This design comes from an exercise in tuning for small area on the open sky130 flow, not from production work. Function was checked by simulation only, so behaviour that the tests miss may differ from the original.

$ cat flow/config.mk
export PLATFORM = sky130hd
export DESIGN_NAME = dtmf
export DESIGN_NICKNAME = dtmf
export VERILOG_FILES = /design/flow/design.v
export SDC_FILE = /design/flow/constraint.sdc
export NUM_CORES = 4
export LEC_CHECK = 0
export ABC_AREA = 1
export CAP_MARGIN = 20
export CORE_MARGIN = 2
export CORE_UTILIZATION = 55
export CTS_BUF_LIST = sky130_fd_sc_hd__clkbuf_16
export CTS_CLUSTER_DIAMETER = 90
export CTS_CLUSTER_SIZE = 26
export SLEW_MARGIN = 20
$ cat flow/constraint.sdc
create_clock -name core_clock -period 20.0 [get_ports {clk}]
set_input_delay 4.0000 -clock core_clock [delete_from_list [all_inputs] [get_ports {clk}]]
set_output_delay 4.0000 -clock core_clock [all_outputs]
set_load 0.01 [all_outputs]
$ cat flow/design.v
module dtmf
(
	input	wire			clk,
	input	wire			rst,
	input	wire			valid,
	input	wire	[11:0]	data,
	output	reg				newKey,
	output	wire	 [7:0]	theKey,
	output	reg				dtmf_valid,
	output	wire	 [3:0]	dtmf_data
);
function [11:0] coef (input [2:0] i);
	case (i)
		3'd0: coef = 12'd3488;
		3'd1: coef = 12'd3350;
		3'd2: coef = 12'd3200;
		3'd3: coef = 12'd3037;
		3'd4: coef = 12'd2382;
		3'd5: coef = 12'd2066;
		3'd6: coef = 12'd1618;
		default: coef = 12'd1146;
	endcase
endfunction
function [11:0] kneg (input [2:0] i);
	case (i)
		3'd0: kneg = 12'd608;
		3'd1: kneg = 12'd746;
		3'd2: kneg = 12'd896;
		3'd3: kneg = 12'd1059;
		3'd4: kneg = 12'd1714;
		3'd5: kneg = 12'd2030;
		3'd6: kneg = 12'd2478;
		default: kneg = 12'd2950;
	endcase
endfunction
reg [4:0] ph;
wire [1:0] k  = ph[1:0];
wire [2:0] sf = ph[4:2];
wire slot_end = (k == 2'd3);
reg [7:0] cnt;					 
wire vn = valid && (cnt != 8'd0);	 
wire vc = valid && (cnt == 8'd0);	 
reg [11:0] xr;					 
reg pend;						 
reg combp;						 
reg sact;						 
reg cmode;						 
reg [2:0] scnt;					 
reg have;						 
always @ (posedge clk)
begin
	if (rst)
	begin
		ph <= 0;
		cnt <= 0;
		pend <= 0;
		combp <= 0;
		sact <= 0;
		cmode <= 0;
		scnt <= 0;
		have <= 0;
	end
	else
	begin
		ph <= ph + 5'd1;
		if (valid)
			cnt <= (cnt == 8'd204) ? 8'd0 : cnt + 8'd1;
		if (vc)
		begin
			combp <= 1'b1;
			have <= 1'b1;
		end
		if (slot_end)
		begin
			if (sact && scnt != 3'd7)
			begin
				scnt <= scnt + 3'd1;
				if (vn) pend <= 1'b1;
			end
			else if (pend || vn)
			begin
				sact <= 1'b1;
				scnt <= 3'd0;
				cmode <= combp;
				combp <= 1'b0;
				pend <= 1'b0;
			end
			else
				sact <= 1'b0;
		end
		else if (vn)
			pend <= 1'b1;
	end
end
always @ (posedge clk)
begin
	if (valid) xr <= data;
end
reg mact;						 
reg [6:0] mt;					 
reg fpar;						 
wire r0w = mact && (mt < 7'd32) && !mt[2];
reg [139:0] q1s;				 
reg [159:0] q2s;				 
reg [19:0] res;					 
wire [4:0] q1t = q1s[4:0];
wire [4:0] q2t = q2s[4:0];
wire [19:0] sxr = {{8{xr[11]}}, xr};
reg [4:0] xd;
always @*
	case (k)
		2'd0: xd = sxr[4:0];
		2'd1: xd = sxr[9:5];
		2'd2: xd = sxr[14:10];
		default: xd = sxr[19:15];
	endcase
wire own = (sf[0] == fpar);
wire [4:0] dq = cmode ? (own ? q2t : q2s[144:140]) : q1t;
wire [4:0] eq = cmode ? 5'd0 : q2t;		 
wire [11:0] Cf = coef(sf);
wire [17:0] C16 = {2'b00, Cf, 4'd0};
wire [17:0] r4 = dq[4] ? (slot_end ? (18'd0 - C16) : C16) : 18'd0;
wire e5 = slot_end & eq[4];
reg signed [18:0] accm;
reg [3:0] lowb;
wire [23:0] base = (k == 2'd0) ? {xr[11], xr, 11'd1024} : {{5{accm[18]}}, accm};
wire [23:0] m6s, m6c;
red_main mred (
	.base	(base),
	.r0		(dq[0] ? Cf : 12'd0),
	.r1		(dq[1] ? Cf : 12'd0),
	.r2		(dq[2] ? Cf : 12'd0),
	.r3		(dq[3] ? Cf : 12'd0),
	.r4		({~r4[17], r4[16:0]}),
	.ex		({e5, ~eq}),
	.s		(m6s),
	.c		(m6c)
);
wire [23:0] S_u;
rca #(24) mz (m6s, m6c, S_u);
wire signed [23:0] S = S_u;
wire ovf = !((&S[19:15]) || !(|S[19:15]));
wire [19:0] q1n = ovf ? (S[23] ? 20'h80000 : 20'h7ffff) : {S[15:0], lowb};
always @ (posedge clk)
begin
	accm <= S[23:5];
	lowb <= S[4:1];
	res <= (sact && slot_end) ? q1n : {q1t, res[19:5]};
	q1s <= {res[4:0], q1s[139:5]};
	q2s <= {(sact ? dq : (r0w ? xd : q2t)), q2s[159:5]};
end
reg mpend;
reg mdo;						 
reg [2:0] ms;
reg eng;
reg [2:0] mf;
reg [19:0] M1, M2;
reg signed [32:0] V;
reg signed [32:0] ACC;
reg stk;
reg [7:0] pressed;
reg fin;						 
reg [2:0] mfd;					 
reg decide;
wire mslot = mact && (mt < 7'd64) && (mt[2:0] == (mt[5] ? 3'd4 : 3'd0)) && !(mt == 7'd32);
wire mload = mslot && mdo;
wire [11:0] mc = coef(mf);
wire [11:0] kn = kneg(mf);
wire [12:0] kx = {kn, 1'b0};
wire vph = (ms < 3'd3);
wire dph = !vph;
reg [2:0] kw_hi, kw_lo;
always @*
	case (ms)
		3'd0: begin kw_hi = kx[12:10]; kw_lo = kx[10:8]; end
		3'd1: begin kw_hi = kx[8:6];   kw_lo = kx[6:4]; end
		default: begin kw_hi = kx[4:2]; kw_lo = kx[2:0]; end
	endcase
wire [20:0] q1e = {M1, 1'b0};
wire [20:0] q2e = {M2, 1'b0};
reg [4:0] w1, w2;
always @*
	case (ms)
		3'd3: begin w1 = q1e[4:0];   w2 = q2e[4:0];   end
		3'd4: begin w1 = q1e[8:4];   w2 = q2e[8:4];   end
		3'd5: begin w1 = q1e[12:8];  w2 = q2e[12:8];  end
		3'd6: begin w1 = q1e[16:12]; w2 = q2e[16:12]; end
		default: begin w1 = q1e[20:16]; w2 = q2e[20:16]; end
	endcase
wire [2:0] wv0 = vph ? kw_lo : w1[2:0];
wire [2:0] wv1 = vph ? kw_hi : w1[4:2];
wire [2:0] wq0 = vph ? {(ms == 3'd2) & mc[11], 2'b00} : w2[2:0];
wire [2:0] wq1 = vph ? 3'b000 : w2[4:2];
wire nq0 = wq0[2] & ~(wq0[1] & wq0[0]);
wire oq0 = wq0[1] ^ wq0[0];
wire tq0 = (wq0[2] & ~wq0[1] & ~wq0[0]) | (~wq0[2] & wq0[1] & wq0[0]);
wire nq1 = wq1[2] & ~(wq1[1] & wq1[0]);
wire oq1 = wq1[1] ^ wq1[0];
wire tq1 = (wq1[2] & ~wq1[1] & ~wq1[0]) | (~wq1[2] & wq1[1] & wq1[0]);
wire nv0 = wv0[2] & ~(wv0[1] & wv0[0]);
wire ov0 = wv0[1] ^ wv0[0];
wire tv0 = (wv0[2] & ~wv0[1] & ~wv0[0]) | (~wv0[2] & wv0[1] & wv0[0]);
wire nv1 = wv1[2] & ~(wv1[1] & wv1[0]);
wire ov1 = wv1[1] ^ wv1[0];
wire tv1 = (wv1[2] & ~wv1[1] & ~wv1[0]) | (~wv1[2] & wv1[1] & wv1[0]);
wire [32:0] MV = vph ? {{13{M2[19]}}, M2} : V;
wire [20:0] rq0 = (({21{oq0}} & {M2[19], M2}) | ({21{tq0}} & {M2, 1'b0})) ^ {21{nq0}};
wire [20:0] rq1 = (({21{oq1}} & {M2[19], M2}) | ({21{tq1}} & {M2, 1'b0})) ^ {21{nq1}};
wire [33:0] rv0 = (({34{ov0}} & {MV[32], MV}) | ({34{tv0}} & {MV, 1'b0})) ^ {34{nv0}};
wire [33:0] rv1 = (({34{ov1}} & {MV[32], MV}) | ({34{tv1}} & {MV, 1'b0})) ^ {34{nv1}};
wire [32:0] accg = (ms == 3'd0) ? {{10{M1[19]}}, M1, 3'd0} :
                   vph ? {V[28:0], 4'd0} :
                   (ms == 3'd3) ? 33'd0 : ACC;
wire [36:0] d4s, d4c;
red_eng ered (
	.acc	({~accg[32], accg[31:0]}),
	.r0		({~rv0[33], rv0[32:0]}),
	.r1		({~rv1[33], rv1[32:0]}),
	.q0		({~rq0[20], rq0[19:0]}),
	.q1		({~rq1[20], rq1[19:0]}),
	.nr0	(nv0),
	.nr1	(nv1),
	.nq0	(nq0),
	.nq1	(nq1),
	.s		(d4s),
	.c		(d4c)
);
wire [36:0] asum;
rcs #(37, 19) dz (d4s, d4c, asum);
wire signed [32:0] anext = asum[36:4];
wire snext = stk | (|asum[3:0]);
wire on = (ACC > 33'sd819200) || (ACC == 33'sd819200 && stk);
always @ (posedge clk)
begin
	if (rst)
	begin
		mpend <= 0;
		mact <= 0;
		mt <= 0;
		eng <= 0;
		decide <= 0;
	end
	else
	begin
		decide <= 0;
		if (vc)
		begin
			mpend <= 1'b1;
			mdo <= have;
		end
		if (mact) mt <= mt + 7'd1;
		if (mact && mt == 7'd0) fpar <= sf[0];
		if (slot_end && (mpend || vc))
		begin
			mact <= 1'b1;
			mt <= 0;
			mpend <= 1'b0;
		end
		if (mload)
		begin
			eng <= 1'b1;
		end
		else if (eng && ms == 3'd7)
		begin
			eng <= 1'b0;
		end
		if (mact && mt == 7'd69)
		begin
			mact <= 1'b0;
			decide <= mdo;
		end
	end
end
always @ (posedge clk)
begin
	if (mload)
	begin
		M1 <= q1s[19:0];
		M2 <= q2s[19:0];
		mf <= sf;
	end
	ms <= mload ? 3'd0 : ms + 3'd1;
	if (vph)
		V <= asum[32:0];
	ACC <= anext;
	stk <= (ms == 3'd3) ? (|asum[3:0]) : snext;
	fin <= eng && (ms == 3'd7);
	mfd <= mf;
	if (fin)
		pressed[mfd] <= on;
end
wire [3:0] rows = pressed[3:0];
wire [3:0] cols = pressed[7:4];
wire found = (|rows) && (|cols);
wire [1:0] ri = rows[0] ? 2'd0 : rows[1] ? 2'd1 : rows[2] ? 2'd2 : 2'd3;
wire [1:0] ci = cols[0] ? 2'd0 : cols[1] ? 2'd1 : cols[2] ? 2'd2 : 2'd3;
reg [3:0] code;
always @*
	case ({ri, ci})
		4'h0: code = 4'd1;  4'h1: code = 4'd2;  4'h2: code = 4'd3;  4'h3: code = 4'd13;
		4'h4: code = 4'd4;  4'h5: code = 4'd5;  4'h6: code = 4'd6;  4'h7: code = 4'd14;
		4'h8: code = 4'd7;  4'h9: code = 4'd8;  4'ha: code = 4'd9;  4'hb: code = 4'd15;
		4'hc: code = 4'd11; 4'hd: code = 4'd10; 4'he: code = 4'd12; default: code = 4'd0;
	endcase
reg [3:0] kcode;
reg khave;
reg [7:0] ascii;
always @*
	case (kcode)
		4'd0: ascii = "D";
		4'd10: ascii = "0";
		4'd11: ascii = "*";
		4'd12: ascii = "#";
		4'd13: ascii = "A";
		4'd14: ascii = "B";
		4'd15: ascii = "C";
		default: ascii = {4'h3, kcode};
	endcase
assign theKey = khave ? ascii : 8'd0;
assign dtmf_data = dtmf_valid ? kcode : 4'd0;
always @ (posedge clk)
begin
	if (rst)
	begin
		newKey <= 0;
		dtmf_valid <= 0;
		khave <= 0;
	end
	else
	begin
		newKey <= 1'b0;
		if (decide)
		begin
			dtmf_valid <= found;
			if (found)
			begin
				khave <= 1'b1;
				kcode <= code;
				newKey <= !khave || (code != kcode);
			end
		end
	end
end
endmodule
module rca #(parameter W = 8)
(
	input	wire	[W-1:0]	a,
	input	wire	[W-1:0]	b,
	output	wire	[W-1:0]	s
);
wire [W:0] c;
assign c[0] = 1'b0;
genvar i;
generate for (i = 0; i < W; i = i + 1) begin : bit_
	assign s[i] = a[i] ^ b[i] ^ c[i];
	assign c[i+1] = (a[i] & b[i]) | (a[i] & c[i]) | (b[i] & c[i]);
end endgenerate
endmodule
module rcs #(parameter W = 8, parameter L = 4)
(
	input	wire	[W-1:0]	a,
	input	wire	[W-1:0]	b,
	output	wire	[W-1:0]	s
);
wire [L:0] c;
assign c[0] = 1'b0;
wire [W-1:L] s0, s1;
wire [W:L] c0, c1;
assign c0[L] = 1'b0;
assign c1[L] = 1'b1;
genvar i;
generate for (i = 0; i < L; i = i + 1) begin : lo_
	assign s[i] = a[i] ^ b[i] ^ c[i];
	assign c[i+1] = (a[i] & b[i]) | (a[i] & c[i]) | (b[i] & c[i]);
end
for (i = L; i < W; i = i + 1) begin : hi_
	assign s0[i] = a[i] ^ b[i] ^ c0[i];
	assign c0[i+1] = (a[i] & b[i]) | (a[i] & c0[i]) | (b[i] & c0[i]);
	assign s1[i] = a[i] ^ b[i] ^ c1[i];
	assign c1[i+1] = (a[i] & b[i]) | (a[i] & c1[i]) | (b[i] & c1[i]);
end endgenerate
assign s[W-1:L] = c[L] ? s1 : s0;
endmodule
module red_eng
(
	input	wire	[32:0]	acc,
	input	wire	[33:0]	r0,
	input	wire	[33:0]	r1,
	input	wire	[20:0]	q0,
	input	wire	[20:0]	q1,
	input	wire		nr0,
	input	wire		nr1,
	input	wire		nq0,
	input	wire		nq1,
	output	wire	[36:0]	s,
	output	wire	[36:0]	c
);
wire n1 = acc[11] ^ r0[11];
wire n2 = acc[11] & r0[11];
wire n3 = acc[12] ^ r0[12];
wire n4 = acc[12] & r0[12];
wire n5 = acc[13] ^ r0[13] ^ r1[11];
wire n6 = (acc[13] & r0[13]) | (acc[13] & r1[11]) | (r0[13] & r1[11]);
wire n7 = q0[2] ^ q1[0];
wire n8 = q0[2] & q1[0];
wire n9 = acc[14] ^ r0[14] ^ r1[12];
wire n10 = (acc[14] & r0[14]) | (acc[14] & r1[12]) | (r0[14] & r1[12]);
wire n11 = q0[3] ^ q1[1];
wire n12 = q0[3] & q1[1];
wire n13 = acc[15] ^ r0[15] ^ r1[13];
wire n14 = (acc[15] & r0[15]) | (acc[15] & r1[13]) | (r0[15] & r1[13]);
wire n15 = q0[4] ^ q1[2];
wire n16 = q0[4] & q1[2];
wire n17 = acc[16] ^ r0[16] ^ r1[14];
wire n18 = (acc[16] & r0[16]) | (acc[16] & r1[14]) | (r0[16] & r1[14]);
wire n19 = q0[5] ^ q1[3];
wire n20 = q0[5] & q1[3];
wire n21 = acc[17] ^ r0[17] ^ r1[15];
wire n22 = (acc[17] & r0[17]) | (acc[17] & r1[15]) | (r0[17] & r1[15]);
wire n23 = q0[6] ^ q1[4];
wire n24 = q0[6] & q1[4];
wire n25 = acc[18] ^ r0[18] ^ r1[16];
wire n26 = (acc[18] & r0[18]) | (acc[18] & r1[16]) | (r0[18] & r1[16]);
wire n27 = q0[7] ^ q1[5];
wire n28 = q0[7] & q1[5];
wire n29 = acc[19] ^ r0[19] ^ r1[17];
wire n30 = (acc[19] & r0[19]) | (acc[19] & r1[17]) | (r0[19] & r1[17]);
wire n31 = q0[8] ^ q1[6];
wire n32 = q0[8] & q1[6];
wire n33 = acc[20] ^ r0[20] ^ r1[18];
wire n34 = (acc[20] & r0[20]) | (acc[20] & r1[18]) | (r0[20] & r1[18]);
wire n35 = q0[9] ^ q1[7];
wire n36 = q0[9] & q1[7];
wire n37 = acc[21] ^ r0[21] ^ r1[19];
wire n38 = (acc[21] & r0[21]) | (acc[21] & r1[19]) | (r0[21] & r1[19]);
wire n39 = q0[10] ^ q1[8];
wire n40 = q0[10] & q1[8];
wire n41 = acc[22] ^ r0[22] ^ r1[20];
wire n42 = (acc[22] & r0[22]) | (acc[22] & r1[20]) | (r0[22] & r1[20]);
wire n43 = q0[11] ^ q1[9];
wire n44 = q0[11] & q1[9];
wire n45 = acc[23] ^ r0[23] ^ r1[21];
wire n46 = (acc[23] & r0[23]) | (acc[23] & r1[21]) | (r0[23] & r1[21]);
wire n47 = q0[12] ^ q1[10];
wire n48 = q0[12] & q1[10];
wire n49 = acc[24] ^ r0[24] ^ r1[22];
wire n50 = (acc[24] & r0[24]) | (acc[24] & r1[22]) | (r0[24] & r1[22]);
wire n51 = q0[13] ^ q1[11];
wire n52 = q0[13] & q1[11];
wire n53 = acc[25] ^ r0[25] ^ r1[23];
wire n54 = (acc[25] & r0[25]) | (acc[25] & r1[23]) | (r0[25] & r1[23]);
wire n55 = q0[14] ^ q1[12];
wire n56 = q0[14] & q1[12];
wire n57 = acc[26] ^ r0[26] ^ r1[24];
wire n58 = (acc[26] & r0[26]) | (acc[26] & r1[24]) | (r0[26] & r1[24]);
wire n59 = q0[15] ^ q1[13];
wire n60 = q0[15] & q1[13];
wire n61 = acc[27] ^ r0[27] ^ r1[25];
wire n62 = (acc[27] & r0[27]) | (acc[27] & r1[25]) | (r0[27] & r1[25]);
wire n63 = q0[16] ^ q1[14];
wire n64 = q0[16] & q1[14];
wire n65 = acc[28] ^ r0[28] ^ r1[26];
wire n66 = (acc[28] & r0[28]) | (acc[28] & r1[26]) | (r0[28] & r1[26]);
wire n67 = q0[17] ^ q1[15];
wire n68 = q0[17] & q1[15];
wire n69 = acc[29] ^ r0[29] ^ r1[27];
wire n70 = (acc[29] & r0[29]) | (acc[29] & r1[27]) | (r0[29] & r1[27]);
wire n71 = q0[18] ^ q1[16];
wire n72 = q0[18] & q1[16];
wire n73 = acc[30] ^ r0[30] ^ r1[28];
wire n74 = (acc[30] & r0[30]) | (acc[30] & r1[28]) | (r0[30] & r1[28]);
wire n75 = q0[19] ^ q1[17];
wire n76 = q0[19] & q1[17];
wire n77 = acc[31] ^ r0[31] ^ r1[29];
wire n78 = (acc[31] & r0[31]) | (acc[31] & r1[29]) | (r0[31] & r1[29]);
wire n79 = q0[20] ^ q1[18] ^ 1;
wire n80 = (q0[20] & q1[18]) | (q0[20] & 1) | (q1[18] & 1);
wire n81 = acc[32] ^ r0[32] ^ r1[30];
wire n82 = (acc[32] & r0[32]) | (acc[32] & r1[30]) | (r0[32] & r1[30]);
wire n83 = r0[33] ^ r1[31];
wire n84 = r0[33] & r1[31];
wire n85 = acc[2] ^ r0[2];
wire n86 = acc[2] & r0[2];
wire n87 = acc[3] ^ r0[3];
wire n88 = acc[3] & r0[3];
wire n89 = acc[4] ^ r0[4];
wire n90 = acc[4] & r0[4];
wire n91 = acc[5] ^ r0[5];
wire n92 = acc[5] & r0[5];
wire n93 = acc[6] ^ r0[6];
wire n94 = acc[6] & r0[6];
wire n95 = acc[7] ^ r0[7];
wire n96 = acc[7] & r0[7];
wire n97 = acc[8] ^ r0[8];
wire n98 = acc[8] & r0[8];
wire n99 = acc[9] ^ r0[9];
wire n100 = acc[9] & r0[9];
wire n101 = acc[10] ^ r0[10];
wire n102 = acc[10] & r0[10];
wire n103 = n1 ^ r1[9] ^ q0[0];
wire n104 = (n1 & r1[9]) | (n1 & q0[0]) | (r1[9] & q0[0]);
wire n105 = n2 ^ n3 ^ r1[10];
wire n106 = (n2 & n3) | (n2 & r1[10]) | (n3 & r1[10]);
wire n107 = n4 ^ n5 ^ n7;
wire n108 = (n4 & n5) | (n4 & n7) | (n5 & n7);
wire n109 = n6 ^ n8 ^ n9;
wire n110 = (n6 & n8) | (n6 & n9) | (n8 & n9);
wire n111 = n10 ^ n12 ^ n13;
wire n112 = (n10 & n12) | (n10 & n13) | (n12 & n13);
wire n113 = n14 ^ n16 ^ n17;
wire n114 = (n14 & n16) | (n14 & n17) | (n16 & n17);
wire n115 = n18 ^ n20 ^ n21;
wire n116 = (n18 & n20) | (n18 & n21) | (n20 & n21);
wire n117 = n22 ^ n24 ^ n25;
wire n118 = (n22 & n24) | (n22 & n25) | (n24 & n25);
wire n119 = n26 ^ n28 ^ n29;
wire n120 = (n26 & n28) | (n26 & n29) | (n28 & n29);
wire n121 = n30 ^ n32 ^ n33;
wire n122 = (n30 & n32) | (n30 & n33) | (n32 & n33);
wire n123 = n34 ^ n36 ^ n37;
wire n124 = (n34 & n36) | (n34 & n37) | (n36 & n37);
wire n125 = n38 ^ n40 ^ n41;
wire n126 = (n38 & n40) | (n38 & n41) | (n40 & n41);
wire n127 = n42 ^ n44 ^ n45;
wire n128 = (n42 & n44) | (n42 & n45) | (n44 & n45);
wire n129 = n46 ^ n48 ^ n49;
wire n130 = (n46 & n48) | (n46 & n49) | (n48 & n49);
wire n131 = n50 ^ n52 ^ n53;
wire n132 = (n50 & n52) | (n50 & n53) | (n52 & n53);
wire n133 = n54 ^ n56 ^ n57;
wire n134 = (n54 & n56) | (n54 & n57) | (n56 & n57);
wire n135 = n58 ^ n60 ^ n61;
wire n136 = (n58 & n60) | (n58 & n61) | (n60 & n61);
wire n137 = n62 ^ n64 ^ n65;
wire n138 = (n62 & n64) | (n62 & n65) | (n64 & n65);
wire n139 = n66 ^ n68 ^ n69;
wire n140 = (n66 & n68) | (n66 & n69) | (n68 & n69);
wire n141 = n70 ^ n72 ^ n73;
wire n142 = (n70 & n72) | (n70 & n73) | (n72 & n73);
wire n143 = n74 ^ n76 ^ n77;
wire n144 = (n74 & n76) | (n74 & n77) | (n76 & n77);
wire n145 = n78 ^ n80 ^ n81;
wire n146 = (n78 & n80) | (n78 & n81) | (n80 & n81);
wire n147 = n82 ^ n83 ^ q1[20];
wire n148 = (n82 & n83) | (n82 & q1[20]) | (n83 & q1[20]);
wire n149 = acc[0] ^ r0[0];
wire n150 = acc[0] & r0[0];
wire n151 = acc[1] ^ r0[1];
wire n152 = acc[1] & r0[1];
wire n153 = n85 ^ r1[0] ^ nr1;
wire n154 = (n85 & r1[0]) | (n85 & nr1) | (r1[0] & nr1);
wire n155 = n86 ^ n87 ^ r1[1];
wire n156 = (n86 & n87) | (n86 & r1[1]) | (n87 & r1[1]);
wire n157 = n88 ^ n89 ^ r1[2];
wire n158 = (n88 & n89) | (n88 & r1[2]) | (n89 & r1[2]);
wire n159 = n90 ^ n91 ^ r1[3];
wire n160 = (n90 & n91) | (n90 & r1[3]) | (n91 & r1[3]);
wire n161 = n92 ^ n93 ^ r1[4];
wire n162 = (n92 & n93) | (n92 & r1[4]) | (n93 & r1[4]);
wire n163 = n94 ^ n95 ^ r1[5];
wire n164 = (n94 & n95) | (n94 & r1[5]) | (n95 & r1[5]);
wire n165 = n96 ^ n97 ^ r1[6];
wire n166 = (n96 & n97) | (n96 & r1[6]) | (n97 & r1[6]);
wire n167 = n98 ^ n99 ^ r1[7];
wire n168 = (n98 & n99) | (n98 & r1[7]) | (n99 & r1[7]);
wire n169 = n100 ^ n101 ^ r1[8];
wire n170 = (n100 & n101) | (n100 & r1[8]) | (n101 & r1[8]);
wire n171 = n102 ^ n103 ^ nq0;
wire n172 = (n102 & n103) | (n102 & nq0) | (n103 & nq0);
wire n173 = n104 ^ n105 ^ q0[1];
wire n174 = (n104 & n105) | (n104 & q0[1]) | (n105 & q0[1]);
wire n175 = n106 ^ n107 ^ nq1;
wire n176 = (n106 & n107) | (n106 & nq1) | (n107 & nq1);
wire n177 = n108 ^ n109 ^ n11;
wire n178 = (n108 & n109) | (n108 & n11) | (n109 & n11);
wire n179 = n110 ^ n111 ^ n15;
wire n180 = (n110 & n111) | (n110 & n15) | (n111 & n15);
wire n181 = n112 ^ n113 ^ n19;
wire n182 = (n112 & n113) | (n112 & n19) | (n113 & n19);
wire n183 = n114 ^ n115 ^ n23;
wire n184 = (n114 & n115) | (n114 & n23) | (n115 & n23);
wire n185 = n116 ^ n117 ^ n27;
wire n186 = (n116 & n117) | (n116 & n27) | (n117 & n27);
wire n187 = n118 ^ n119 ^ n31;
wire n188 = (n118 & n119) | (n118 & n31) | (n119 & n31);
wire n189 = n120 ^ n121 ^ n35;
wire n190 = (n120 & n121) | (n120 & n35) | (n121 & n35);
wire n191 = n122 ^ n123 ^ n39;
wire n192 = (n122 & n123) | (n122 & n39) | (n123 & n39);
wire n193 = n124 ^ n125 ^ n43;
wire n194 = (n124 & n125) | (n124 & n43) | (n125 & n43);
wire n195 = n126 ^ n127 ^ n47;
wire n196 = (n126 & n127) | (n126 & n47) | (n127 & n47);
wire n197 = n128 ^ n129 ^ n51;
wire n198 = (n128 & n129) | (n128 & n51) | (n129 & n51);
wire n199 = n130 ^ n131 ^ n55;
wire n200 = (n130 & n131) | (n130 & n55) | (n131 & n55);
wire n201 = n132 ^ n133 ^ n59;
wire n202 = (n132 & n133) | (n132 & n59) | (n133 & n59);
wire n203 = n134 ^ n135 ^ n63;
wire n204 = (n134 & n135) | (n134 & n63) | (n135 & n63);
wire n205 = n136 ^ n137 ^ n67;
wire n206 = (n136 & n137) | (n136 & n67) | (n137 & n67);
wire n207 = n138 ^ n139 ^ n71;
wire n208 = (n138 & n139) | (n138 & n71) | (n139 & n71);
wire n209 = n140 ^ n141 ^ n75;
wire n210 = (n140 & n141) | (n140 & n75) | (n141 & n75);
wire n211 = n142 ^ n143 ^ n79;
wire n212 = (n142 & n143) | (n142 & n79) | (n143 & n79);
wire n213 = n144 ^ n145 ^ q1[19];
wire n214 = (n144 & n145) | (n144 & q1[19]) | (n145 & q1[19]);
wire n215 = n146 ^ n147 ^ 1;
wire n216 = (n146 & n147) | (n146 & 1) | (n147 & 1);
wire n217 = n148 ^ n84 ^ r1[32];
wire n218 = (n148 & n84) | (n148 & r1[32]) | (n84 & r1[32]);
assign s = {1'b1, n218, n216, n214, n212, n210, n208, n206, n204, n202, n200, n198, n196, n194, n192, n190, n188, n186, n184, n182, n180, n178, n176, n174, n172, n170, n168, n166, n164, n162, n160, n158, n156, n154, n152, n150, n149};
assign c = {1'b0, r1[33], n217, n215, n213, n211, n209, n207, n205, n203, n201, n199, n197, n195, n193, n191, n189, n187, n185, n183, n181, n179, n177, n175, n173, n171, n169, n167, n165, n163, n161, n159, n157, n155, n153, n151, nr0};
endmodule
module red_main
(
	input	wire	[23:0]	base,
	input	wire	[11:0]	r0,
	input	wire	[11:0]	r1,
	input	wire	[11:0]	r2,
	input	wire	[11:0]	r3,
	input	wire	[17:0]	r4,
	input	wire	[5:0]	ex,
	output	wire	[23:0]	s,
	output	wire	[23:0]	c
);
wire n1 = base[11] ^ r0[11] ^ r1[10];
wire n2 = (base[11] & r0[11]) | (base[11] & r1[10]) | (r0[11] & r1[10]);
wire n3 = base[12] ^ r1[11];
wire n4 = base[12] & r1[11];
wire n5 = base[2] ^ r0[2];
wire n6 = base[2] & r0[2];
wire n7 = base[3] ^ r0[3] ^ r1[2];
wire n8 = (base[3] & r0[3]) | (base[3] & r1[2]) | (r0[3] & r1[2]);
wire n9 = r2[1] ^ r3[0];
wire n10 = r2[1] & r3[0];
wire n11 = base[4] ^ r0[4] ^ r1[3];
wire n12 = (base[4] & r0[4]) | (base[4] & r1[3]) | (r0[4] & r1[3]);
wire n13 = r2[2] ^ r3[1] ^ r4[4];
wire n14 = (r2[2] & r3[1]) | (r2[2] & r4[4]) | (r3[1] & r4[4]);
wire n15 = base[5] ^ r0[5] ^ r1[4];
wire n16 = (base[5] & r0[5]) | (base[5] & r1[4]) | (r0[5] & r1[4]);
wire n17 = r2[3] ^ r3[2] ^ r4[5];
wire n18 = (r2[3] & r3[2]) | (r2[3] & r4[5]) | (r3[2] & r4[5]);
wire n19 = base[6] ^ r0[6] ^ r1[5];
wire n20 = (base[6] & r0[6]) | (base[6] & r1[5]) | (r0[6] & r1[5]);
wire n21 = r2[4] ^ r3[3] ^ r4[6];
wire n22 = (r2[4] & r3[3]) | (r2[4] & r4[6]) | (r3[3] & r4[6]);
wire n23 = base[7] ^ r0[7] ^ r1[6];
wire n24 = (base[7] & r0[7]) | (base[7] & r1[6]) | (r0[7] & r1[6]);
wire n25 = r2[5] ^ r3[4] ^ r4[7];
wire n26 = (r2[5] & r3[4]) | (r2[5] & r4[7]) | (r3[4] & r4[7]);
wire n27 = base[8] ^ r0[8] ^ r1[7];
wire n28 = (base[8] & r0[8]) | (base[8] & r1[7]) | (r0[8] & r1[7]);
wire n29 = r2[6] ^ r3[5] ^ r4[8];
wire n30 = (r2[6] & r3[5]) | (r2[6] & r4[8]) | (r3[5] & r4[8]);
wire n31 = base[9] ^ r0[9] ^ r1[8];
wire n32 = (base[9] & r0[9]) | (base[9] & r1[8]) | (r0[9] & r1[8]);
wire n33 = r2[7] ^ r3[6] ^ r4[9];
wire n34 = (r2[7] & r3[6]) | (r2[7] & r4[9]) | (r3[6] & r4[9]);
wire n35 = base[10] ^ r0[10] ^ r1[9];
wire n36 = (base[10] & r0[10]) | (base[10] & r1[9]) | (r0[10] & r1[9]);
wire n37 = r2[8] ^ r3[7] ^ r4[10];
wire n38 = (r2[8] & r3[7]) | (r2[8] & r4[10]) | (r3[7] & r4[10]);
wire n39 = n1 ^ r2[9] ^ r3[8];
wire n40 = (n1 & r2[9]) | (n1 & r3[8]) | (r2[9] & r3[8]);
wire n41 = r4[11] ^ ex[0] ^ 1;
wire n42 = (r4[11] & ex[0]) | (r4[11] & 1) | (ex[0] & 1);
wire n43 = n2 ^ n3 ^ r2[10];
wire n44 = (n2 & n3) | (n2 & r2[10]) | (n3 & r2[10]);
wire n45 = r3[9] ^ r4[12] ^ ex[1];
wire n46 = (r3[9] & r4[12]) | (r3[9] & ex[1]) | (r4[12] & ex[1]);
wire n47 = n4 ^ base[13] ^ r2[11];
wire n48 = (n4 & base[13]) | (n4 & r2[11]) | (base[13] & r2[11]);
wire n49 = r3[10] ^ r4[13] ^ ex[2];
wire n50 = (r3[10] & r4[13]) | (r3[10] & ex[2]) | (r4[13] & ex[2]);
wire n51 = base[14] ^ r3[11] ^ r4[14];
wire n52 = (base[14] & r3[11]) | (base[14] & r4[14]) | (r3[11] & r4[14]);
wire n53 = base[1] ^ r0[1];
wire n54 = base[1] & r0[1];
wire n55 = n5 ^ r1[1] ^ r2[0];
wire n56 = (n5 & r1[1]) | (n5 & r2[0]) | (r1[1] & r2[0]);
wire n57 = n6 ^ n7 ^ n9;
wire n58 = (n6 & n7) | (n6 & n9) | (n7 & n9);
wire n59 = n8 ^ n10 ^ n11;
wire n60 = (n8 & n10) | (n8 & n11) | (n10 & n11);
wire n61 = n12 ^ n14 ^ n15;
wire n62 = (n12 & n14) | (n12 & n15) | (n14 & n15);
wire n63 = n16 ^ n18 ^ n19;
wire n64 = (n16 & n18) | (n16 & n19) | (n18 & n19);
wire n65 = n20 ^ n22 ^ n23;
wire n66 = (n20 & n22) | (n20 & n23) | (n22 & n23);
wire n67 = n24 ^ n26 ^ n27;
wire n68 = (n24 & n26) | (n24 & n27) | (n26 & n27);
wire n69 = n28 ^ n30 ^ n31;
wire n70 = (n28 & n30) | (n28 & n31) | (n30 & n31);
wire n71 = n32 ^ n34 ^ n35;
wire n72 = (n32 & n34) | (n32 & n35) | (n34 & n35);
wire n73 = n36 ^ n38 ^ n39;
wire n74 = (n36 & n38) | (n36 & n39) | (n38 & n39);
wire n75 = n40 ^ n42 ^ n43;
wire n76 = (n40 & n42) | (n40 & n43) | (n42 & n43);
wire n77 = n44 ^ n46 ^ n47;
wire n78 = (n44 & n46) | (n44 & n47) | (n46 & n47);
wire n79 = n48 ^ n50 ^ n51;
wire n80 = (n48 & n50) | (n48 & n51) | (n50 & n51);
wire n81 = n52 ^ base[15] ^ r4[15];
wire n82 = (n52 & base[15]) | (n52 & r4[15]) | (base[15] & r4[15]);
wire n83 = base[16] ^ r4[16] ^ ex[5];
wire n84 = (base[16] & r4[16]) | (base[16] & ex[5]) | (r4[16] & ex[5]);
wire n85 = base[0] ^ r0[0];
wire n86 = base[0] & r0[0];
wire n87 = n53 ^ r1[0] ^ r4[1];
wire n88 = (n53 & r1[0]) | (n53 & r4[1]) | (r1[0] & r4[1]);
wire n89 = n54 ^ n55 ^ r4[2];
wire n90 = (n54 & n55) | (n54 & r4[2]) | (n55 & r4[2]);
wire n91 = n56 ^ n57 ^ r4[3];
wire n92 = (n56 & n57) | (n56 & r4[3]) | (n57 & r4[3]);
wire n93 = n58 ^ n59 ^ n13;
wire n94 = (n58 & n59) | (n58 & n13) | (n59 & n13);
wire n95 = n60 ^ n61 ^ n17;
wire n96 = (n60 & n61) | (n60 & n17) | (n61 & n17);
wire n97 = n62 ^ n63 ^ n21;
wire n98 = (n62 & n63) | (n62 & n21) | (n63 & n21);
wire n99 = n64 ^ n65 ^ n25;
wire n100 = (n64 & n65) | (n64 & n25) | (n65 & n25);
wire n101 = n66 ^ n67 ^ n29;
wire n102 = (n66 & n67) | (n66 & n29) | (n67 & n29);
wire n103 = n68 ^ n69 ^ n33;
wire n104 = (n68 & n69) | (n68 & n33) | (n69 & n33);
wire n105 = n70 ^ n71 ^ n37;
wire n106 = (n70 & n71) | (n70 & n37) | (n71 & n37);
wire n107 = n72 ^ n73 ^ n41;
wire n108 = (n72 & n73) | (n72 & n41) | (n73 & n41);
wire n109 = n74 ^ n75 ^ n45;
wire n110 = (n74 & n75) | (n74 & n45) | (n75 & n45);
wire n111 = n76 ^ n77 ^ n49;
wire n112 = (n76 & n77) | (n76 & n49) | (n77 & n49);
wire n113 = n78 ^ n79 ^ ex[3];
wire n114 = (n78 & n79) | (n78 & ex[3]) | (n79 & ex[3]);
wire n115 = n80 ^ n81 ^ ex[4];
wire n116 = (n80 & n81) | (n80 & ex[4]) | (n81 & ex[4]);
wire n117 = n82 ^ n83 ^ 1;
wire n118 = (n82 & n83) | (n82 & 1) | (n83 & 1);
wire n119 = n84 ^ base[17] ^ r4[17];
wire n120 = (n84 & base[17]) | (n84 & r4[17]) | (base[17] & r4[17]);
wire n121 = base[18] ^ 1;
wire n122 = base[18] & 1;
wire n123 = base[19] ^ 1;
wire n124 = base[19] & 1;
wire n125 = base[20] ^ 1;
wire n126 = base[20] & 1;
wire n127 = base[21] ^ 1;
wire n128 = base[21] & 1;
wire n129 = base[22] ^ 1;
wire n130 = base[22] & 1;
wire n131 = base[23] ^ 1;
wire n132 = base[23] & 1;
assign s = {n130, n128, n126, n124, n122, n120, n118, n116, n114, n112, n110, n108, n106, n104, n102, n100, n98, n96, n94, n92, n90, n88, n86, n85};
assign c = {n131, n129, n127, n125, n123, n121, n119, n117, n115, n113, n111, n109, n107, n105, n103, n101, n99, n97, n95, n93, n91, n89, n87, r4[0]};
endmodule
$ cat flow/flow/run.sh
#!/bin/bash
# The standard layout, with one netlist pass between synthesis and floorplan: full adders are
# flipped (a full adder with all inputs inverted has both outputs inverted) where that removes
# inverters around them.  Registers and the logic function are unchanged.
set -euo pipefail
R=orfs/results/sky130hd/dtmf/base
bash standard.sh synth > standard_synth.log 2>&1
cp "$R/1_2_yosys.v" 1_2_yosys_standard.v
if python3 flow/polfix.py 1_2_yosys_standard.v polfix_out.v > polfix.log 2>&1; then
  cp polfix_out.v "$R/1_2_yosys.v"
  rm -f "$R/1_synth.odb" "$R/1_synth.sdc"
fi
bash standard.sh > standard_layout.log 2>&1
$ cat flow/flow/polfix.py
#!/usr/bin/env python3
"""Remove inverters around full adders in a flat yosys netlist by flipping adders.

A full adder is self-dual: inverting its three inputs inverts both outputs.  Each fa cell gets
a polarity bit (greedy search); every input pin of every cell is then wired to its source signal
or to one shared inverter of it, whichever the polarities need.  Flip-flops and all other cells
keep their polarity, so the logic function of every flip-flop input and output port is unchanged.

usage: polfix.py in.v out.v
"""
import re, sys, collections

src = open(sys.argv[1]).read()
inst_re = re.compile(r'(?:\(\*[^)]*\*\)\s*)*(sky130_fd_sc_hd__\w+)\s+(\S+)\s*\(((?:\s*\.\w+\([^()]*\)\s*,?)*)\s*\);', re.S)
pin_re = re.compile(r'\.(\w+)\(([^()]*)\)')
OUT = {'X', 'Y', 'Q', 'Q_N', 'SUM', 'COUT', 'HI', 'LO'}

mod_start = src.index('module ')
end_idx = src.rindex('endmodule')
cells = []
for m in inst_re.finditer(src, mod_start, end_idx):
    pins = [(p, n.strip()) for p, n in pin_re.findall(m.group(3))]
    cells.append(dict(typ=m.group(1), name=m.group(2), pins=pins, span=m.span()))

if len(cells) != src.count('sky130_fd_sc_hd__'):
    raise SystemExit('polfix: parse mismatch %d vs %d' % (len(cells), src.count('sky130_fd_sc_hd__')))
ports = set()
for m in re.finditer(r'^\s*(input|output|inout)\s+(\[[^\]]*\]\s*)?([\w\\$.\[\]]+)\s*;', src, re.M):
    ports.add(m.group(3))
def isport(n):
    return re.sub(r'\s*\[\d+\]$', '', n) in ports

drv = {}
for i, c in enumerate(cells):
    for p, n in c['pins']:
        if p in OUT:
            drv[n] = i
def isinv(i):
    t = cells[i]['typ']
    return re.match(r'sky130_fd_sc_hd__(clk)?inv_\d+$', t) is not None
assign_nets = set()
for m in re.finditer(r'^\s*assign\s+(.*?)\s*=\s*(.*?)\s*;', src, re.M):
    for part in (m.group(1), m.group(2)):
        for n in re.findall(r'\\\S+|[A-Za-z_][\w$]*(?:\s*\[\d+\])?', part):
            assign_nets.add(n.strip())
def fixed_net(n):
    return isport(n) or n.strip() in assign_nets
removable = set()
for i, c in enumerate(cells):
    if isinv(i):
        d = dict(c['pins'])
        if not fixed_net(d['Y']):
            removable.add(i)

def esc(n):
    return n + ' ' if n.startswith('\\') else n

def root_of(n):
    par = 0
    seen = 0
    while n in drv and drv[n] in removable:
        n = dict(cells[drv[n]]['pins'])['A']
        par ^= 1
        seen += 1
        if seen > 100: raise SystemExit('inverter loop')
    return n, par

# load requirements: (cell index, pin position, root, parity)
reqs = []
for i, c in enumerate(cells):
    if i in removable: continue
    for k, (p, n) in enumerate(c['pins']):
        if p in OUT: continue
        r, par = root_of(n)
        reqs.append((i, k, r, par))
byroot = collections.defaultdict(list)
for q in reqs:
    byroot[q[2]].append(q)

fas = []
for i, c in enumerate(cells):
    if c['typ'] == 'sky130_fd_sc_hd__fa_1':
        nets = [n for p, n in c['pins']]
        if not any(fixed_net(n) for n in nets):
            fas.append(i)
pol = collections.defaultdict(int)

def ninv(r):
    dp = pol[drv[r]] if r in drv else 0
    need = set((par ^ dp ^ pol[i]) for i, k, rr, par in byroot[r])
    return 1 if 1 in need else 0

def roots_of_fa(i):
    rs = set()
    for p, n in cells[i]['pins']:
        if p in OUT: rs.add(n)
        else: rs.add(root_of(n)[0])
    return rs

before = sum(ninv(r) for r in byroot)
for it in range(20):
    changed = False
    for i in fas:
        rs = roots_of_fa(i)
        b = sum(ninv(r) for r in rs)
        pol[i] ^= 1
        a = sum(ninv(r) for r in rs)
        if a < b:
            changed = True
        else:
            pol[i] ^= 1
    if not changed: break
after = sum(ninv(r) for r in byroot)

# rebuild connections
invnet = {}
newcells = []
def inv_of(r):
    if r not in invnet:
        k = len(invnet)
        invnet[r] = 'polfix_n%d' % k
        newcells.append('  sky130_fd_sc_hd__inv_1 polfix_i%d (\n    .A(%s),\n    .Y(%s)\n  );\n' % (k, esc(r), invnet[r]))
    return invnet[r]
newpins = {i: list(c['pins']) for i, c in enumerate(cells)}
for i, k, r, par in reqs:
    dp = pol[drv[r]] if r in drv else 0
    need = par ^ dp ^ pol[i]
    p, _ = newpins[i][k]
    newpins[i][k] = (p, inv_of(r) if need else r)

out = []
pos = 0
for i, c in enumerate(cells):
    s, e = c['span']
    out.append(src[pos:s])
    if i not in removable:
        body = ',\n'.join('    .%s(%s)' % (p, esc(n)) for p, n in newpins[i])
        out.append('%s %s (\n%s\n  );' % (c['typ'], c['name'], body))
    pos = e
rest = src[pos:]
j = rest.rindex('endmodule')
decl = ''.join('  wire %s;\n' % n for n in invnet.values())
out.append(rest[:j] + decl + ''.join(newcells) + rest[j:])
open(sys.argv[2], 'w').write(''.join(out))
print('polfix: %d full adders, %d flipped; inverters %d -> %d (needed before flipping: %d)' %
      (len(fas), sum(pol[i] for i in fas), len(removable) + sum(1 for i in range(len(cells)) if isinv(i) and i not in removable) - 0,
       len(invnet) + sum(1 for i in range(len(cells)) if isinv(i) and i not in removable), before))
$ cat flow/standard.sh
#!/bin/bash
# synth_recipe.tcl (not shown) runs the flow's synth.tcl, then flattens the netlist and writes it again
# the make line also repeats each setting of config.mk as NAME=value (left out here)
make -C /OpenROAD-flow-scripts/flow DESIGN_CONFIG=/design/flow/config.mk WORK_HOME=/design/flow/orfs CLKGATE_MAP_FILE= SYNTH_SCRIPT=/design/flow/synth_recipe.tcl "${@:-finish}"
==> impl_metrics.json, run 1 <==
{
  "worstSetupPathType": "flop to flop",
  "dieHeight_um": 209,
  "yosys_warnings": 1,
  "syn_nets": 2487,
  "start_util_pct": 56.1,
  "r2r-end": "V[21]",
  "clkSinkCount": 521,
  "drt-initial-drc-count": 1226,
  "grt_pass1_wl_mm": 83.2,
  "tns_ps": 0,
  "setup_viol_count_final": 0,
  "fin_crit_sh_pct": 69.3,
  "clk_pin_slew_ps": 100,
  "rsz0062_at_grt": "no",
  "avgSynthCellArea_um2": 10.4,
  "wirelength_mm": 52.0,
  "die_w_um": 209,
  "ios": 29,
  "synthCells": 2217,
  "ctsRootBufferMaster": "clkbuf_16",
  "num_rows": 74,
  "tritoncts": "done",
  "io_buffers": 27,
  "max_slew_margin_pct": 24.7,
  "vias": 15000,
  "drive_gt1_share_pct": 4.05,
  "cpMostUsedCell": "fa_1",
  "rrSetupSlack_ps": 6130,
  "n_antenna_cell": 0,
  "cts_setup_buffers": 0,
  "grt_remaining_overflow": 0,
  "status": "complete, no violations",
  "n_fill_cell": 3568,
  "whs_path_depth": 0,
  "critPathMaxStageDelay_ps": 800,
  "arrival_ps": 14310,
  "place_inst": 2710,
  "hold_buffers": 0,
  "drv_slew": 0,
  "tightestPinTransition_ps": 1130,
  "hold_start": "q1s[20]",
  "drc_errors": 0,
  "cts.repair.resized": 0,
  "required_ps": 20450,
  "crit_fanout": 34,
  "multi_input_area_um2": 10300,
  "h-tree-depth": 1,
  "cts_inserted_buffers": 27,
  "crit_buf_inv": 3,
  "area_delta_synth_final_pct": 7.03,
  "hold_class": "flop to flop",
  "endpoint_kind": "flop",
  "place_congestion": 0.905,
  "die-area_um2": 43600,
  "fin_area_um2": 24700,
  "drt-wirelength-per-cell_um": 18.9,
  "fmax_mhz": 72.1,
  "final_nets": 2478,
  "finClkSkew_ps": 29.7,
  "grt_pass1_vias": 15100,
  "dp_hpwl_mm": 39.2,
  "synth_area_um2": 23000,
  "min_to": "q1s[15]",
  "clockBufferDepth": 3,
  "drt-pass1-iter-count": 5,
  "crit_path_start_kind": "flop",
  "postPlaceCellArea_um2": 23800,
  "min_period_ps": 13870,
  "grt_usage_pct": 24.4,
  "clock_latency_ps": 620,
  "maxCapViolations": 0,
  "fp.coreArea_um2": 41100,
  "ff_latch_area_um2": 11500,
  "cp_slowest_cell": "clkinv_1",
  "fin_cells": 2755,
  "antenna_found_initial": 1,
  "reg2reg_depth": 34,
  "rr_startpoint": "ms[0]",
  "grt_max_degree": 76,
  "ant_nets": 0,
  "routed_via_density": 5.43,
  "hold_viol_final": 0,
  "cp_top_family": "adder cells"
}
[routing by layer]
metal	vias to the layer above	track usage, %	wire length (um)
met2	428	39.2	23400
met3	96	3.94	3260
met1	7214	33.9	23400
li1	7228	-	-
met4	0	8.30	1880
met5	-	0	0
[worst register-to-register path: cells and delay by family (launching register included)]
kind	cells	cell delay [ps]
AO/OA/AOI/OAI	3	620
buffers and inverters	3	1660
flip-flops	1	410
AND/OR/NAND/NOR	3	550
XOR/XNOR	2	380
adder cells (fa/ha/maj)	23	10150
[sequential cells by signal, indices dropped and copies added, names as in the netlist, 5 cells and up]
register	cells
V	33
accm	19
xr	12
q2s	160
M2	20
mt	7
ph	5
res	20
q1s	140
M1	20
ACC	33
cnt	8
pressed	8
[layout by cell type (no fill, tap or decap), types with 6 or more instances in the layout]
| cell | count |
|---|---|
| dfxtp_1 | 419 |
| nand2_1 | 320 |
| inv_1 | 260 |
| fa_1 | 162 |
| o21ai_0 | 146 |
| nor2_1 | 130 |
| o22ai_1 | 116 |
| edfxtp_1 | 102 |
| ha_1 | 92 |
| xor2_1 | 89 |
| a21oi_1 | 66 |
| nand3_1 | 58 |
| xnor2_1 | 46 |
| clkbuf_16 | 27 |
| clkdlybuf4s50_1 | 27 |
| or2_2 | 16 |
| buf_4 | 16 |
| o211ai_1 | 15 |
| a31oi_1 | 11 |
| nor4_1 | 10 |
| nor3_1 | 9 |
| o21ai_1 | 8 |
| nand4_1 | 8 |
| nand2_2 | 6 |
[how the worst max path moves through the flow]
stage	startpoint	cells past startpoint	slack [ps]	endpoint
after CTS	ms[0]	34	5810	V[21]
after floorplan	ms[0]	36	7990	V[24]
after detailed placement	ms[0]	34	5810	V[21]
after global placement	ms[0]	34	6060	V[21]
final	ms[0]	34	6130	V[21]
after global routing	ms[0]	34	5440	V[21]
[area by class of cell]
type,count,area share [%]
Tap cell,532,2.70
Inverter,255,3.88
Sequential cell,521,46.4
Clock buffer,27,2.74
Multi-Input combinational cell,1359,41.8
Clock inverter,17,0.720
Timing Repair Buffer,44,1.69
[metrics by stage]
stage | setup WS [ps] | hold WS (ps) | util (%)
floorplan | 7990 | 310 | -
global placement | 6060 | 310 | 57.9
detailed placement | 5810 | 312 | 57.9
CTS | 5810 | 317 | 59.9
global route | 5440 | 313 | 60.0
finish | 6130 | 316 | 60.0
==> run 2: changes to the inputs <==
--- a/flow/config.mk
+++ b/flow/config.mk
@@ -8,7 +8,7 @@
 export ABC_AREA = 1
 export CAP_MARGIN = 20
 export CORE_MARGIN = 2
-export CORE_UTILIZATION = 55
+export CORE_UTILIZATION = 40
 export CTS_BUF_LIST = sky130_fd_sc_hd__clkbuf_16
 export CTS_CLUSTER_DIAMETER = 90
 export CTS_CLUSTER_SIZE = 26
==> run 2 against run 1 <==
Design area rose by 0.95%. Critical path depth did not move. Via count rose by 1.0%. Maximum frequency fell by 0.94%. Setup slack got worse by 130 ps. Cell count rose by 8.2%. Non-clock buffer count rose by 2. Critical path type unchanged. Flip-flop and latch count did not move. Sequential share of layout area fell by 0.44 points.
==> impl_metrics.json, run 2 <==
{
  "hold_buffers": 0,
  "dieHeight_um": 244,
  "final_cell_mix": "dfxtp_1 (419), nand2_1 (320), inv_1 (259)",
  "drt-wirelength-per-cell_um": 17.3,
  "ant_nets": 0,
  "clockBufferDepth": 3,
  "rrSetupSlack_ps": 6000,
  "finClkSkew_ps": 34.0,
  "fin_area_um2": 24900,
  "die_w_um": 244,
  "grt_pass1_wl_mm": 83.5,
  "min_to": "q1s[33]",
  "min_period_ps": 14000,
  "largest_register_ffs": 160,
  "max_flop_register": "q2s",
  "antenna_found_initial": 0,
  "synthCells": 2217,
  "routed_via_density": 5.07,
  "reg_top3": "q2s x160, q1s x140",
  "drc_errors": 0,
  "status": "complete, no violations",
  "final_common_cell": "dfxtp_1",
  "drive_gt1_share_pct": 4.00,
  "grt_pass1_vias": 15300,
  "postPlaceCellArea_um2": 24100,
  "cp_top_family": "adder cells",
  "n_antenna_cell": 0,
  "grt_remaining_overflow": 0,
  "cts_setup_buffers": 0,
  "required_ps": 20450,
  "start_util_pct": 40.6,
  "reg2reg_depth": 34,
  "clkSinkCount": 521,
  "arrival_ps": 14450,
  "cts_inserted_buffers": 26,
  "tns_ps": 0,
  "drt-pass1-iter-count": 5,
  "drv_slew": 0,
  "dp_hpwl_mm": 38.7,
  "clk_pin_slew_ps": 100,
  "fp.coreArea_um2": 56700,
  "hold_start": "q1s[38]",
  "die-area_um2": 59600,
  "worstSetupPathType": "flop to flop",
  "hold_class": "flop to flop",
  "cts.repair.resized": 0,
  "fin_crit_sh_pct": 70.0,
  "setup_viol_count_final": 0,
  "grt_max_degree": 76,
  "wirelength_mm": 51.6,
  "cp.depth": 34,
  "syn_nets": 2487,
  "crit_buf_inv": 3,
  "cp_slowest_cell": "clkinv_1",
  "tightestPinTransition_ps": 1050,
  "cpMostUsedCell": "fa_1",
  "yosys_warnings": 1,
  "max_slew_margin_pct": 29.4,
  "whs_path_depth": 0,
  "h-tree-depth": 1,
  "rr_startpoint": "ms[0]",
  "crit_fanout": 34,
  "clock_latency_ps": 610,
  "num_rows": 87,
  "rsz0062_at_grt": "no",
  "final_nets": 2479,
  "io_buffers": 27,
  "ios": 29,
  "avgSynthCellArea_um2": 10.4,
  "tritoncts": "done",
  "ctsRootBufferMaster": "clkbuf_16",
  "fmax_mhz": 71.4,
  "hold_viol_final": 0,
  "grt_usage_pct": 17.6,
  "drt-initial-drc-count": 1110,
  "area_delta_synth_final_pct": 8.05,
  "endpoint_kind": "flop",
  "critPathMaxStageDelay_ps": 800,
  "synth_area_um2": 23000,
  "r2r-end": "V[21]",
  "crit_path_start_kind": "flop",
  "vias": 15100,
  "maxCapViolations": 0,
  "place_congestion": 0.915
}
run 2: worst max-delay path by stage:
stage / from / end / slack, ps
after floorplan: ms[0] / V[24] / 7990
after CTS: ms[0] / V[21] / 5750
after global routing: ms[0] / V[21] / 5310
after global placement: ms[0] / V[21] / 6060
final: ms[0] / V[21] / 6000
after detailed placement: ms[0] / V[21] / 5790
run 2: worst reg2reg max path: cells and delay by family, from the launching register on:
| kind | cells | cell delay (ps) |
|---|---|---|
| XOR/XNOR | 2 | 350 |
| AND/OR/NAND/NOR | 3 | 550 |
| AO/OA/AOI/OAI | 3 | 650 |
| buffers and inverters | 3 | 1800 |
| adder cells (fa/ha/maj) | 23 | 10110 |
| flip-flops | 1 | 370 |
run 2: routing by layer:
metal,GRT usage (%),share of wire (%)
met2,29.0,47
met3,2.21,5.0
met5,0,0
met1,24.4,46
met4,4.47,2.8
run 2: cell type report:
type	instances	area, um^2
Timing Repair Buffer	46	433
Multi-Input combinational cell	1359	10300
Clock buffer	26	651
Fill cell	5376	31800
Clock inverter	17	150
Sequential cell	521	11500
Tap cell	756	946
Inverter	255	957
run 2: stage by stage:
step / hold WS (ps) / instances / worst slack, ps / utilization (%)
floorplan: 310 / 2217 / 7990 / -
global placement: 310 / 2936 / 6060 / 42.4
detailed placement: 312 / 2936 / 5790 / 42.4
CTS: 320 / 2979 / 5750 / 43.9
global route: 335 / 2980 / 5310 / 43.9
finish: 313 / 2980 / 6000 / 43.9

-- afterwards: timing with drivers on the ports --
No port has a modelled driver above. Below, the same layouts with a new extraction and two added sets of constraints.
Step 1 sets driving cells, clkbuf_16 on the clock port and buf_2 on the other inputs (assumed; they add their load-dependent delay and slew).
Step 2, shift: input delay + t, output delay - t, t = (earliest + latest rising clock arrival at the registers) / 2. This alone moves slack from input paths to output paths.
Slacks: ideal ports / drivers / drivers and shift; pairs: ideal ports / drivers.
| run | shift t [ns] | slack for setup (ns) | worst hold slack (ns) | latest minus earliest clock arrival (ns) | worst slew at a driven data input, ns |
|---|---|---|---|---|---|
| run 1 | 0.656 | 6.132 / 6.132 / 6.132 | 0.316 / 0.316 / 0.316 | 0.029 / 0.030 | 0.04 |
| run 2 | 0.649 | 6.000 / 6.000 / 6.000 | 0.313 / 0.313 / 0.313 | 0.035 / 0.035 | 0.03 |
After both steps every run listed still meets setup and hold.
